This design comes from an exercise in tuning for small area and a short achievable clock period on the open sky130 flow, not from production work.
Function was checked by simulation only, so behaviour that the tests miss may differ from the original.
Power is estimated from default activity; no workload was simulated.

==> flow/run.sh <==
#!/bin/bash
# synth_recipe.tcl (not shown) runs the flow's synth.tcl, then flattens the netlist and writes it again
# the make line also repeats each setting of config.mk as NAME=value (left out here)
make -C /OpenROAD-flow-scripts/flow DESIGN_CONFIG=/design/flow/config.mk WORK_HOME=/design/flow/orfs CLKGATE_MAP_FILE= SYNTH_SCRIPT=/design/flow/synth_recipe.tcl finish
==> flow/constraint.sdc <==
create_clock -name core_clock -period 15.0 [get_ports {clk}]
set_input_delay 3.0000 -clock core_clock [delete_from_list [all_inputs] [get_ports {clk}]]
set_output_delay 3.0000 -clock core_clock [all_outputs]
set_load 0.01 [all_outputs]
==> flow/design.v <==
`timescale 1ns / 1ps
module RF_Write_Cell (input logic k, input logic q, input logic e, input logic d, output logic y);
    assign y = (k & q) | (e & d);
endmodule
module RF_AOI222 (input logic a1, input logic a2, input logic b1, input logic b2,
                  input logic c1, input logic c2, output logic y);
    assign y = ~((a1 & a2) | (b1 & b2) | (c1 & c2));
endmodule
module RF_Read_Port (input logic [31:1][31:0] rf, input logic [4:0] sel, output logic [31:0] q);
    logic [31:1] oh;
    always_comb
        for (int i = 1; i < 32; i++) oh[i] = (sel == i);
    genvar b, k;
    generate for (b = 0; b < 32; b++) begin : bit_
        logic [10:0] n;
        for (k = 0; k < 10; k++) begin : grp
            RF_AOI222 u (.a1(rf[3*k+1][b]), .a2(oh[3*k+1]),
                         .b1(rf[3*k+2][b]), .b2(oh[3*k+2]),
                         .c1(rf[3*k+3][b]), .c2(oh[3*k+3]), .y(n[k]));
        end
        assign n[10] = ~(rf[31][b] & oh[31]);
        assign q[b] = ~(&n[3:0]) | ~(&n[7:4]) | ~(&n[10:8]);
    end endgenerate
endmodule
`timescale 1ns / 1ps
module Microprocessor
    (
        input wire clk,
        input wire rst,
        output logic [31:0] imem_addr,
        input logic [31:0] imem_data,
        output logic dmem_en,
        output logic [3:0] dmem_we,
        output logic [12:0] dmem_addr,
        output logic [31:0] dmem_wdata,
        input logic [31:0] dmem_rdata,
        output logic [31:0] register_in,
        output logic [31:0] pc,
        output logic reg_wr,
        output logic [4:0] reg_wr_sel
    );
    logic [31:0] PC;
    logic [1:0] wait_;
    logic [31:1][31:0] rf;
    logic [1:0] ba1, ba2, rsz1, rsz2;
    wire [31:0] I = imem_data;
    wire [6:0] op = I[6:0];
    wire [2:0] f3 = I[14:12];
    wire [4:0] rd = I[11:7];
    wire [4:0] ra = I[19:15];
    wire [4:0] rb = I[24:20];
    wire w0 = (wait_ == 2'd0);
    wire w1 = (wait_ == 2'd1);
    wire w2 = wait_[1];
    wire d_rr    = (op == 7'b0110011);
    wire d_ri    = (op == 7'b0010011);
    wire d_ld    = (op == 7'b0000011);
    wire d_end   = (op == 7'b0000111);
    wire d_st    = (op == 7'b0100011);
    wire d_br    = (op == 7'b1100011);
    wire d_jal   = (op == 7'b1101111);
    wire d_jalr  = (op == 7'b1100111);
    wire d_lui   = (op == 7'b0110111);
    wire d_auipc = (op == 7'b0010111);
    wire d_wait  = (op == 7'b0000000);
    wire o_rr    = w0 & d_rr;
    wire o_ri    = w0 & d_ri;
    wire o_ld    = w0 & d_ld;
    wire o_st    = w0 & d_st;
    wire o_br    = w0 & d_br;
    wire o_jal   = w0 & d_jal;
    wire o_jalr  = w0 & d_jalr;
    wire o_lui   = w0 & d_lui;
    wire o_auipc = w0 & d_auipc;
    wire o_end   = w2 | (w0 & d_end);
    wire o_wait  = w1 | (w0 & d_wait);
    wire o_clr   = w0 & ~(d_rr | d_ri | d_ld | d_end | d_st | d_br | d_jal |
                          d_jalr | d_lui | d_auipc | d_wait);
    logic [31:0] A, RB;
    RF_Read_Port rpa (.rf(rf), .sel(ra), .q(A));
    RF_Read_Port rpb (.rf(rf), .sel(rb), .q(RB));
    wire sh = (f3[1:0] == 2'b01);
    wire [31:0] immB = (o_ri & sh) ? {28'h0, I[23:20]} : {20'h0, I[31:20]};
    wire [31:0] B = (o_ri | o_ld) ? immB : RB;
    wire [3:0] code;
    assign code[2:0] = o_ld ? 3'b000 : f3;
    assign code[3] = ~o_ld & ~((o_ri | o_br) & ~sh) & I[30];
    wire sub = (code != 4'd0);
    wire [31:0] Bx = B ^ {32{sub}};
    wire [31:0] p = A ^ Bx;
    wire [32:0] sum = {1'b0, A} + {1'b0, Bx} + {32'h0, sub};
    wire ltu = ~sum[32];
    wire lts = (A[31] ^ B[31]) ? A[31] : ltu;
    wire eq = sub ? (&p) : ~(|p);
    wire big = |B[31:5];
    wire left = (code[2:0] == 3'b001);
    logic [31:0] Ash, srl, sll;
    always_comb
        for (int i = 0; i < 32; i++) Ash[i] = left ? A[31-i] : A[i];
    assign srl = big ? 32'h0 : (Ash >> B[4:0]);
    always_comb
        for (int i = 0; i < 32; i++) sll[i] = srl[31-i];
    logic [31:0] res;
    always_comb begin
        case (code)
            4'h0, 4'h8: res = sum[31:0];
            4'h4: res = A ^ B;
            4'h6: res = A | B;
            4'h7: res = A & B;
            4'h1: res = sll;
            4'h5, 4'hC: res = srl;
            4'h2: res = {31'h0, lts};
            4'h3: res = {31'h0, ltu};
            default: res = 32'h0;
        endcase
    end
    logic flag;
    always_comb begin
        case (code)
            4'h0: flag = eq;
            4'h1: flag = ~eq;
            4'h4, 4'h6: flag = ltu;
            4'h5, 4'h7: flag = ~ltu;
            default: flag = 1'b0;
        endcase
    end
    wire [31:0] bimm = (f3[2:1] == 2'b11) ?
        {17'h0, I[31], I[7], I[30:25], I[11:6], 1'b0} :
        {{20{I[31]}}, I[7], I[30:25], I[11:8], 1'b0};
    wire [31:0] jimm = {11'h0, I[31], I[19:12], I[20], I[30:21], 1'b0};
    wire [31:0] uimm = {8'h0, I[31:20], 12'h0};
    wire [31:0] off = o_br ? bimm : (o_jal ? jimm : (o_jalr ? {20'h0, I[31:20]} : uimm));
    wire [31:0] pcbase = o_jalr ? A : PC;
    wire [31:0] pcoff = pcbase + off;
    wire [31:0] pc4 = PC + 32'd4;
    wire taken = o_br & flag;
    logic [31:0] PC_next;
    always_comb begin
        if (o_ld | o_wait) PC_next = PC;
        else if (taken | o_jal | o_auipc | o_jalr) PC_next = pcoff;
        else PC_next = pc4;
    end
    always @(posedge clk) begin
        if (rst) PC <= 32'h0;
        else PC <= PC_next;
    end
    wire [31:0] rdat = dmem_rdata;
    wire uext = I[14];
    logic [31:0] ldata;
    always_comb begin
        ldata = 32'h0;
        case (rsz2)
            2'd2: ldata = rdat;
            2'd1: case (ba2)
                      2'd0: ldata = {{16{~uext & rdat[15]}}, rdat[15:0]};
                      2'd2: ldata = {{16{~uext & rdat[31]}}, rdat[31:16]};
                      default: ldata = 32'h0;
                  endcase
            2'd0: case (ba2)
                      2'd0: ldata = {{24{~uext & rdat[7]}}, rdat[7:0]};
                      2'd1: ldata = {{24{~uext & rdat[15]}}, rdat[15:8]};
                      2'd2: ldata = {{24{~uext & rdat[23]}}, rdat[23:16]};
                      default: ldata = {{24{~uext & rdat[31]}}, rdat[31:24]};
                  endcase
            default: ldata = 32'h0;
        endcase
    end
    logic [31:0] Reg_in;
    always_comb begin
        if (o_end) Reg_in = ldata;
        else if (o_jalr) Reg_in = pc4;
        else if (o_jal) Reg_in = {I[19:12], I[20], I[30:21], 1'b0, 12'h0};
        else if (o_lui) Reg_in = {I[31:12], 12'h0};
        else if (o_auipc) Reg_in = pcoff;
        else Reg_in = res;
    end
    wire wr_en = o_rr | o_ri | o_jal | o_jalr | o_lui | o_auipc | o_end;
    logic [31:1] rf_e, rf_k;
    logic [31:1][31:0] rf_d;
    wire [31:0] dc = o_clr ? 32'h0 : Reg_in;
    always_comb
        for (int i = 1; i < 32; i++) begin
            rf_e[i] = o_clr | (wr_en & (rd == i));
            rf_k[i] = ~rf_e[i];
        end
    genvar gi, gb;
    generate for (gi = 1; gi < 32; gi++) begin : wreg
        for (gb = 0; gb < 32; gb++) begin : wbit
            RF_Write_Cell u (.k(rf_k[gi]), .q(rf[gi][gb]), .e(rf_e[gi]), .d(dc[gb]), .y(rf_d[gi][gb]));
        end
    end endgenerate
    always @(posedge clk) rf <= rf_d;
    always @(posedge clk) begin
        if (rst) wait_ <= 2'd0;
        else if (o_ld | o_wait) wait_ <= wait_ + 2'd1;
        else wait_ <= 2'd0;
    end
    wire [1:0] ba0 = res[1:0];
    wire [1:0] size = (o_st | o_ld | o_end) ? f3[1:0] : 2'd0;
    always_comb begin
        dmem_en = 1'b1;
        dmem_addr = res[14:2];
        dmem_we = 4'b0000;
        if (o_st) begin
            case (f3[1:0])
                2'd2: dmem_we = 4'b1111;
                2'd1: dmem_we = (ba0 == 2'd0) ? 4'b0011 : (ba0 == 2'd2) ? 4'b1100 : 4'b0000;
                2'd0: dmem_we = 4'b0001 << ba0;
                default: dmem_we = 4'b0000;
            endcase
        end
        case (f3[1:0])
            2'd2: dmem_wdata = RB;
            2'd1: dmem_wdata = ba0[1] ? {RB[15:0], 16'h0} : {16'h0, RB[15:0]};
            default: dmem_wdata = {24'h0, RB[7:0]} << {ba0, 3'b000};
        endcase
        imem_addr = PC;
    end
    always @(posedge clk) begin
        ba1 <= ba0;
        ba2 <= ba1;
        rsz1 <= size;
        rsz2 <= rsz1;
        register_in <= Reg_in;
        pc <= PC;
        reg_wr <= wr_en & (rd != 5'd0);
        reg_wr_sel <= rd;
    end
endmodule
==> flow/config.mk <==
export PLATFORM = sky130hd
export DESIGN_NAME = Microprocessor
export DESIGN_NICKNAME = Microprocessor
export VERILOG_FILES = /design/flow/design.v
export SDC_FILE = /design/flow/constraint.sdc
export NUM_CORES = 4
export LEC_CHECK = 0
export CAP_MARGIN = 20
export CORE_MARGIN = 2
export CORE_UTILIZATION = 42
export SETUP_SLACK_MARGIN = 5
export SLEW_MARGIN = 30
export SYNTH_HIERARCHICAL = 1
export SYNTH_MINIMUM_KEEP_SIZE = 0
==> results of run 1 <==
==> cells in the final DEF, fill, tap and decap left out, drive strengths merged, types with 153 or more instances in the layout <==
| cell type | Yosys | layout |
|---|---|---|
| nand4 | 155 | 155 |
| nor2 | 263 | 278 |
| nand2 | 347 | 348 |
| a222oi | 642 | 642 |
| a22o | 1029 | 1029 |
| a21oi | 195 | 195 |
| buf | 64 | 672 |
| clkbuf | 134 | 185 |
| clkdlybuf4s50 | 0 | 153 |
| o21ai | 197 | 197 |
| dfxtp | 1104 | 1104 |
==> worst reg2reg max path, cell delays in order (launching register included) <==
cell and delay (ns):
dfxtp_1 0.33, a222oi_1 0.51, nand4_1 0.55, a2111o_2 0.72
buf_4 0.24, inv_1 0.33, o21ai_0 0.32, ha_1 0.53
nand3_1 0.21, o31ai_1 1.00, a21oi_1 0.31, o311ai_0 0.91
o311a_4 0.71, a22o_1 0.36
==> power by group <==
part	internal [µW]	leakage, µW	total [µW]	switching, µW
registers	2990	0.00891	3040	49.1
logic	360	0.0170	1090	728
clock network	1710	0.00195	3030	1320
total	5060	0.0279	7160	2100
==> what timing repair did <==
item                                    CTS  global route
cloned                                   32             6
setup buffers                           306            65
pin swaps                               290           146
gates resized for setup                 711           109
endpoints found under the hold margin     0             0
endpoints found under the setup margin  776            49
==> logic make-up (layout without fill, tap and decap cells) <==
group                      after synthesis  in the layout  share of synthesized area, %
xor gates and xnor gates               102            102                         1.618
other                                    1             17                      0.006792
muxes                                   98            100                         2.160
and+or+nand+nor                       1138           1154                         10.22
DFF                                   1104           1104                         40.03
adders and majority gates              136            136                         3.109
buffers and inverters                  332           1188                         2.590
AOI/OAI and AO/OA                     2628           2628                         40.27
==> worst paths after layout <==
kind,end,cells after the start,start
worst min-delay path,rsz2[1]$_DFF_P_,0,rsz1[1]$_SDFF_PN0_
worst max-delay path,dmem_wdata[25],24,imem_data[23]
worst min register to register,rsz2[1]$_DFF_P_,0,rsz1[1]$_SDFF_PN0_
worst max register to register,rf[255]$_DFF_P_,13,rf[691]$_DFF_P_
==> state kept, by name, indices dropped and copies added, names as in the netlist <==
signal,count
ba2,2
reg_wr_sel,5
rsz2,2
PC,32
wait_,2
ba1,2
reg_wr,1
rf,992
pc,32
register_in,32
rsz1,2
==> synthesized netlist by cell type (16+ instances only) <==
master and count:
a22o_1 1029, ha_1 134, a21o_1 55, nor3_1 68, inv_1 131, and3_1 36
nand2b_1 21, a222oi_1 642, o31ai_1 23, a221oi_1 28, and2_1 45, nand3_1 68
xor2_1 29, a31oi_1 51, a2111o_1 66, buf_6 16, nand4_1 155, dfxtp_1 1104
a211oi_1 63, o211ai_1 29, o21ai_0 183, buf_2 22, mux2i_1 67, a22oi_1 44
buf_1 17, nand2_1 344, nor2_1 260, a21oi_1 191, clkbuf_1 132, o21a_1 18
o22ai_1 30, xnor2_1 73, nor4_1 31
==> per-module statistics from Yosys, one instance, submodules excluded <==
module / times used / flops+latches / cells inside / cell area [µm²]
Microprocessor: 1 / 1104 / 3551 / 37840
RF_Read_Port: 2 / 0 / 178 / 1139
RF_AOI222: 640 / 0 / 1 / 10.01
RF_Write_Cell: 992 / 0 / 1 / 8.758
==> per-layer routing <==
| metal | track usage, % | part of all wire [%] | vias to the layer above |
|---|---|---|---|
| met5 | 1.246 | 0.13 | - |
| met4 | 31.72 | 8.9 | 10 |
| met3 | 19.93 | 16 | 1327 |
| met2 | 64.15 | 38 | 6026 |
| met1 | 60.65 | 36 | 31386 |
| li1 | - | - | 25302 |
==> area by class of cell <==
class	instances	share of cell area, %
diodes	16	0.05581
clock buffers	181	5.037
clock inverters	35	0.5476
inverters	134	0.8022
multi-input cells	4121	48.52
flip-flops and latches	1104	30.81
well taps	1755	3.061
repair buffers	836	11.14
repair inverters	2	0.02790
==> per-stage QoR <==
step           util, %  cell area [µm²]  cells  power (µW)  hold slack [ns]
2_1_floorplan        -            55750   5539        3508           0.3096
3_3_place_gp     46.95            61490   7542        3934           0.3123
3_5_place_dp     46.99            61550   7543        3934           0.3128
4_1_cts          53.89            70580   8097        7056           0.3272
5_1_grt          54.75            71710   8170        7279           0.3438
6_report         54.78            71740   8184        7158           0.3270
==> results.toml, run 1 <==
[synth]
ys_seq_elements = 1104
syn_nets = 5741
synth_edf_count = 0
synthArstFlopShare_pct = 0
synth_top_flop_cell = "dfxtp_1"
seq_area_frac_synth_pct = 40.03
synth.top_cell.area_share_pct = 40.03
avgSynthCellArea_um2 = 9.968
ys_warn_count = 8
synth_area_mm2 = 0.05521
yosysUniqueCellTypes = 118
synth.area.top_cells = "dfxtp_1, a22o_1, a222oi_1"
synth_area_leader_cell = "dfxtp_1"
synth_cells = 5539

[setup_path]
critPathLaunchType = "primary input"
max_stage_delay_ns = 0.88
cp_slowest_cell = "a222oi_1"
critPathTopFamily = "compound AO/OA/AOI/OAI gates"
crit_buf_inv = 7
crit_top_cell = "buf_12"
path_cells = "bufbuf_16 > nand3b_1 > buf_12 > buf_12 > nor2_4 > buf_12 > a222oi_1 > nand2_1 > a2111o_1 > nand2_2 > xnor2_1 > ha_4 > and3_4 > and3_4 > and2_4 > a22o_4 > a21oi_4 > o2111ai_4 > o31a_4 > a211oi_4 > buf_4 > buf_6 > a21o_1 > buf_6"
endpoint_kind = "output port"
crit_arrival_ns = 8.42
critPathKind = "in2out"
path_max_fanout = 31
reg2reg_slack_ns = 7.88
required_ns = 12.00

[cells_and_area]
drive_gt1_share_pct = 21.83
fin_nets = 6519
layout-area-overhead-vs-synth_pct = 29.94
multiInputGateArea_mm2 = 0.03481
fillCellCount = 11645
final-seq-area_mm2 = 0.02210

[timing]
slew_headroom_pct = 22.94
layout_setup_ws_ns = 3.577
period_needed_ns = 11.42
final-max-slew-violation-count = 0
max_slew.worst_pin.slew_ns = 1.146
hold_viol = 0
setup_violations = 0
fin_crit_sh_pct = 76.15
tns_ns = 0
clock.fmax_ghz = 0.08754
skew_ns = 0.06709
rsz0062_at_grt = "yes"

[clocking]
clk_path_buf_depth = 3
root_buffer = "clkbuf_16"
path_clk_slew_ns = 0.06
cts_tree = "done"
cts_buffers = 118
h-tree-depth = 3
clkLatencyLatePin_ns = 0.80
clock-sinks = 1104
ctsHoldBuffers = 0

[floorplan]
initial_core_util_pct = 42.16
die_y_um = 366.6
die-area_mm2 = 0.1344
io_pins = 218
core-area_mm2 = 0.1310
die_w_um = 366.6
rows = 133

[placement]
hpwl_um = 217800
portBuffers = 216
dp_slack_ns = 1.339
place.gp.congestion = 1.116

[grt]
antenna_found_initial = 18
grt-ovfl-total = 0
grt_usage_pct = 47.40
grt_pass1_wl_um = 461200
grt_pass1_vias = 58115
grt_start_max_net_pins = 73

[drt]
drt-pass1-iter-count = 17
wirelength_um = 337400
drt_iter0_drc = 17145
ant_nets = 0
vias = 64051
drc = 0
routedWlPerCell_um = 41.23
viasPerCell = 7.826

[outcome]
status = "no timing/DRC/antenna violations"

[run]
maxCapViolCount = 0

[worst_hold_path]
hold_path_class = "reg2reg"

[pwr]
cellLeakagePower_uw = 0.02787
p_per_area_mw_per_mm2 = 99.77
ir_drop_mv = 0.1072
==> run 2, diff against run 1 <==
--- a/flow/design.v
+++ b/flow/design.v
@@ -7,2 +7,14 @@
     assign y = ~((a1 & a2) | (b1 & b2) | (c1 & c2));
+endmodule
+module RF_NAND4 (input logic a, input logic b, input logic c, input logic d, output logic y);
+    assign y = ~(a & b & c & d);
+endmodule
+module RF_AND3 (input logic a, input logic b, input logic c, output logic y);
+    assign y = a & b & c;
+endmodule
+module RF_NOR2 (input logic a, input logic b, output logic y);
+    assign y = ~(a | b);
+endmodule
+module RF_NAND2 (input logic a, input logic b, output logic y);
+    assign y = ~(a & b);
 endmodule
@@ -15,2 +27,3 @@
         logic [10:0] n;
+        logic h0, h1, g2, m;
         for (k = 0; k < 10; k++) begin : grp
@@ -20,4 +33,8 @@
         end
-        assign n[10] = ~(rf[31][b] & oh[31]);
-        assign q[b] = ~(&n[3:0]) | ~(&n[7:4]) | ~(&n[10:8]);
+        RF_NAND2 u31 (.a(rf[31][b]), .b(oh[31]), .y(n[10]));
+        RF_NAND4 u_h0 (.a(n[0]), .b(n[1]), .c(n[2]), .d(n[3]), .y(h0));
+        RF_NAND4 u_h1 (.a(n[4]), .b(n[5]), .c(n[6]), .d(n[7]), .y(h1));
+        RF_AND3 u_g2 (.a(n[8]), .b(n[9]), .c(n[10]), .y(g2));
+        RF_NOR2 u_m (.a(h0), .b(h1), .y(m));
+        RF_NAND2 u_q (.a(m), .b(g2), .y(q[b]));
     end endgenerate
--- a/flow/config.mk
+++ b/flow/config.mk
@@ -8,4 +8,7 @@
 export CAP_MARGIN = 20
+export CELL_PAD_IN_SITES_DETAIL_PLACEMENT = 1
+export CELL_PAD_IN_SITES_GLOBAL_PLACEMENT = 1
 export CORE_MARGIN = 2
 export CORE_UTILIZATION = 42
+export PLACE_DENSITY = 0.5
 export SETUP_SLACK_MARGIN = 5
==> results.toml, run 2 <==
[outcome]
status = "no timing/DRC/antenna violations"

[clocking]
h-tree-depth = 3
root_buffer = "clkbuf_16"
clock-sinks = 1104
clkLatencyLatePin_ns = 0.80
cts_tree = "done"
path_clk_slew_ns = 0.06
ctsHoldBuffers = 0
cts_buffers = 115
clk_path_buf_depth = 3

[floorplan]
io_pins = 218
die_y_um = 365.3
die_w_um = 365.3
rows = 132
initial_core_util_pct = 42.34
die-area_mm2 = 0.1334
core-area_mm2 = 0.1295

[drt]
wirelength_um = 351400
ant_nets = 0
drc = 0
routedWlPerCell_um = 42.75
drt_iter0_drc = 14904
drt-pass1-iter-count = 30
vias = 65682
viasPerCell = 7.991

[setup_path]
critPathLaunchType = "primary input"
required_ns = 12.00
r2r-start = "rf[480]$_DFF_P_"
endpoint_kind = "output port"
crit_arrival_ns = 8.65
cp_slowest_cell = "nand4_1"
reg2reg_slack_ns = 7.41
crit_start = "imem_data[21]"
max_stage_delay_ns = 0.65
path_max_fanout = 8
critPathKind = "in2out"

[synth]
synth.top_cell.area_share_pct = 40.31
synth_top_family_by_area = "compound AO/OA/AOI/OAI gates"
yosysUniqueCellTypes = 102
synth_cells = 5607
synth_compound_area_share_pct = 38.72
synth.area.top_cells = "dfxtp_1, a22o_1, a222oi_1"
seq_area_frac_synth_pct = 40.31
syn_nets = 5809
synth_top_flop_cell = "dfxtp_1"
avgSynthCellArea_um2 = 9.778
ys_top_cells_by_count = "dfxtp_1, a22o_1, a222oi_1"
synthArstFlopShare_pct = 0
ys_warn_count = 8
synth_xor_area_share_pct = 1.869
ys_seq_elements = 1104
synth_fa_ha_area_share_pct = 3.131
synth-simple-area-share_pct = 11.85
synth_edf_count = 0
synth_area_leader_cell = "dfxtp_1"
synth_area_mm2 = 0.05483
yosys-mux-area-fraction_pct = 1.753
yosys.cell_count.top_type = "dfxtp_1"

[pwr]
cellLeakagePower_uw = 0.02682
ir_drop_mv = 0.09284
p_per_area_mw_per_mm2 = 101.2

[placement]
dpl.cell_count = 7654
portBuffers = 216
place.gp.congestion = 1.054
hpwl_um = 222900

[grt]
grt_start_max_net_pins = 47
grt-ovfl-total = 0
antenna_found_initial = 35
grt_pass1_vias = 61453
grt_usage_pct = 50.10
grt_pass1_wl_um = 482200

[cells_and_area]
fin_nets = 6568
fillCellCount = 14022
layout-area-overhead-vs-synth_pct = 31.30
largest_register_ffs = 992
layout_commonest_cell = "dfxtp_1"
drive_gt1_share_pct = 22.65
stdcell_count = 8219
top_register = "rf"
layout_common_cells = "dfxtp_1, a22o_1, a222oi_1"
final-seq-area_mm2 = 0.02210
multiInputGateArea_mm2 = 0.03536

[timing]
hold_viol = 0
final-max-slew-violation-count = 0
clock.fmax_ghz = 0.08580
skew_ns = 0.07736
fin_crit_sh_pct = 77.70
tns_ns = 0
period_needed_ns = 11.65
setup_violations = 0
max_slew.worst_pin.slew_ns = 1.195
slew_headroom_pct = 20.18
rsz0062_at_grt = "yes"
hold_ws_ns = 0.3316

[worst_hold_path]
hold_path_class = "reg2reg"
min_from = "rsz1[0]$_SDFF_PN0_"

[run]
maxCapViolCount = 0
run 2: cell types whose count changed in the layout (fill, tap and decap cells not counted), moves of 21 or more:
| cell | previous run | this run |
|---|---|---|
| and3_1 | 32 | 95 |
| nand3_1 | 61 | 112 |
| nor2_4 | 74 | 118 |
| a2111o_2 | 40 | 0 |
| nand2_4 | 12 | 49 |
| a21oi_4 | 11 | 40 |
| buf_6 | 86 | 58 |
| a2111o_1 | 26 | 0 |
| a22oi_1 | 42 | 18 |
| a211oi_2 | 25 | 2 |
| nand2_2 | 19 | 42 |
| o221ai_1 | 10 | 33 |
| a211oi_1 | 43 | 22 |
run 2: area by class of cell:
| type | instances | share of cell area, % |
|---|---|---|
| repair buffers | 810 | 10.45 |
| diodes | 12 | 0.04171 |
| multi-input cells | 4207 | 49.12 |
| inverters | 127 | 0.7456 |
| well taps | 1742 | 3.028 |
| flip-flops and latches | 1104 | 30.70 |
| repair inverters | 1 | 0.01217 |
| clock inverters | 62 | 1.293 |
| clock buffers | 154 | 4.606 |
run 2: final timing paths:
kind	end	cells after the start
worst max-delay path	dmem_we[2]	26
worst min-delay path	rsz2[0]$_DFF_P_	0
worst min register to register	rsz2[0]$_DFF_P_	0
worst max register to register	rf[850]$_DFF_P_	22
run 2: per-layer routing:
metal | up-vias | global-route usage [%] | share of wire, %
met3 | 1495 | 24.34 | 17
met1 | 32712 | 63.64 | 37
li1 | 25381 | - | -
met4 | 42 | 28.88 | 7.4
met2 | 6052 | 68.00 | 39
met5 | - | 1.053 | 0.12
run 2: timing repair:
item | 4_1_cts | 5_1_grt
pin swaps | 296 | 99
setup endpoints to repair | 1034 | 120
buffers inserted | 268 | 42
gates cloned | 25 | 1
resized for setup | 800 | 111
run 2: critical path: cells and delay by family:
| family | cells | cell delay [ns] |
|---|---|---|
| compound gates | 8 | 1.88 |
| simple gates | 9 | 2.31 |
| fa+ha+maj | 1 | 0.33 |
| buf+inv | 7 | 0.95 |
| xor+xnor | 1 | 0.12 |
run 2: per-module statistics from Yosys (local to each module, per instance):
| module | cells | cell area, µm² |
|---|---|---|
| Microprocessor | 3499 | 37370 |
| RF_Read_Port | 46 | 217.7 |
| RF_AOI222 | 1 | 10.01 |
| RF_Write_Cell | 1 | 8.758 |
| RF_AND3 | 1 | 6.256 |
| RF_NAND4 | 1 | 6.256 |
| RF_NAND2 | 1 | 3.754 |
| RF_NOR2 | 1 | 3.754 |
run 2: logic make-up (layout without fill, tap and decap cells):
logic type	count (synthesis)	after routing
AO/OA/AOI/OAI	2523	2523
AND/OR/NAND/NOR	1333	1355
flip-flops	1104	1104
buffers and inverters	318	1154
adder cells (fa/ha/maj)	136	136
XOR/XNOR	117	117
multiplexers	75	75
other	1	13
run 2: stage by stage:
| step | area (µm²) | setup slack, ns | util [%] | power (µW) |
|---|---|---|---|---|
| finish | 71990 | 3.345 | 55.60 | 7284 |
| global route | 71960 | 3.421 | 55.57 | 7375 |
| CTS | 71020 | 3.847 | 54.85 | 7157 |
| detailed placement | 61940 | 0.7722 | 47.84 | 3880 |
| global placement | 61810 | 0.4972 | 47.73 | 3872 |
| floorplan | 55370 | 4.750 | - | 3446 |
run 2: power breakdown:
group	internal, µW	total, µW	switching [µW]	leakage, µW
combinational	316	1030	715	0.0158
clock	1890	3240	1350	0.00208
sequential	2980	3020	39.8	0.00890

## re-timing with driven ports
The results above use ideal ports. As a check the final layouts listed here were re-extracted and re-timed, cells and wires unchanged. Step 1 sets driving cells, clkbuf_16 on the clock port and buf_2 on the other inputs (assumed; they add their load-dependent delay and slew). Step 2 also shifts input and output timing later by t, the mid clock arrival at the registers, as if the neighbouring blocks saw the same clock. Slacks: no drivers / after step 1 / after step 2; pairs: no drivers / after step 1.
| run | t (ns) | slack for setup (ns) | worst setup path after step 2 | latest minus earliest clock arrival (ns) | cell pins on the clock port's net |
|---|---|---|---|---|---|
| run 1 | 0.851 | 3.577 / 3.401 / 3.401 | input to output | 0.067 / 0.067 | 1 |
| run 2 | 0.843 | 3.345 / 3.256 / 3.256 | input to output | 0.077 / 0.077 | 1 |
After both steps setup and hold are still met in every run listed. The setup slack of run 1, which loses most, moves by -0.176 ns with the drivers and by -0.176 ns with both steps.
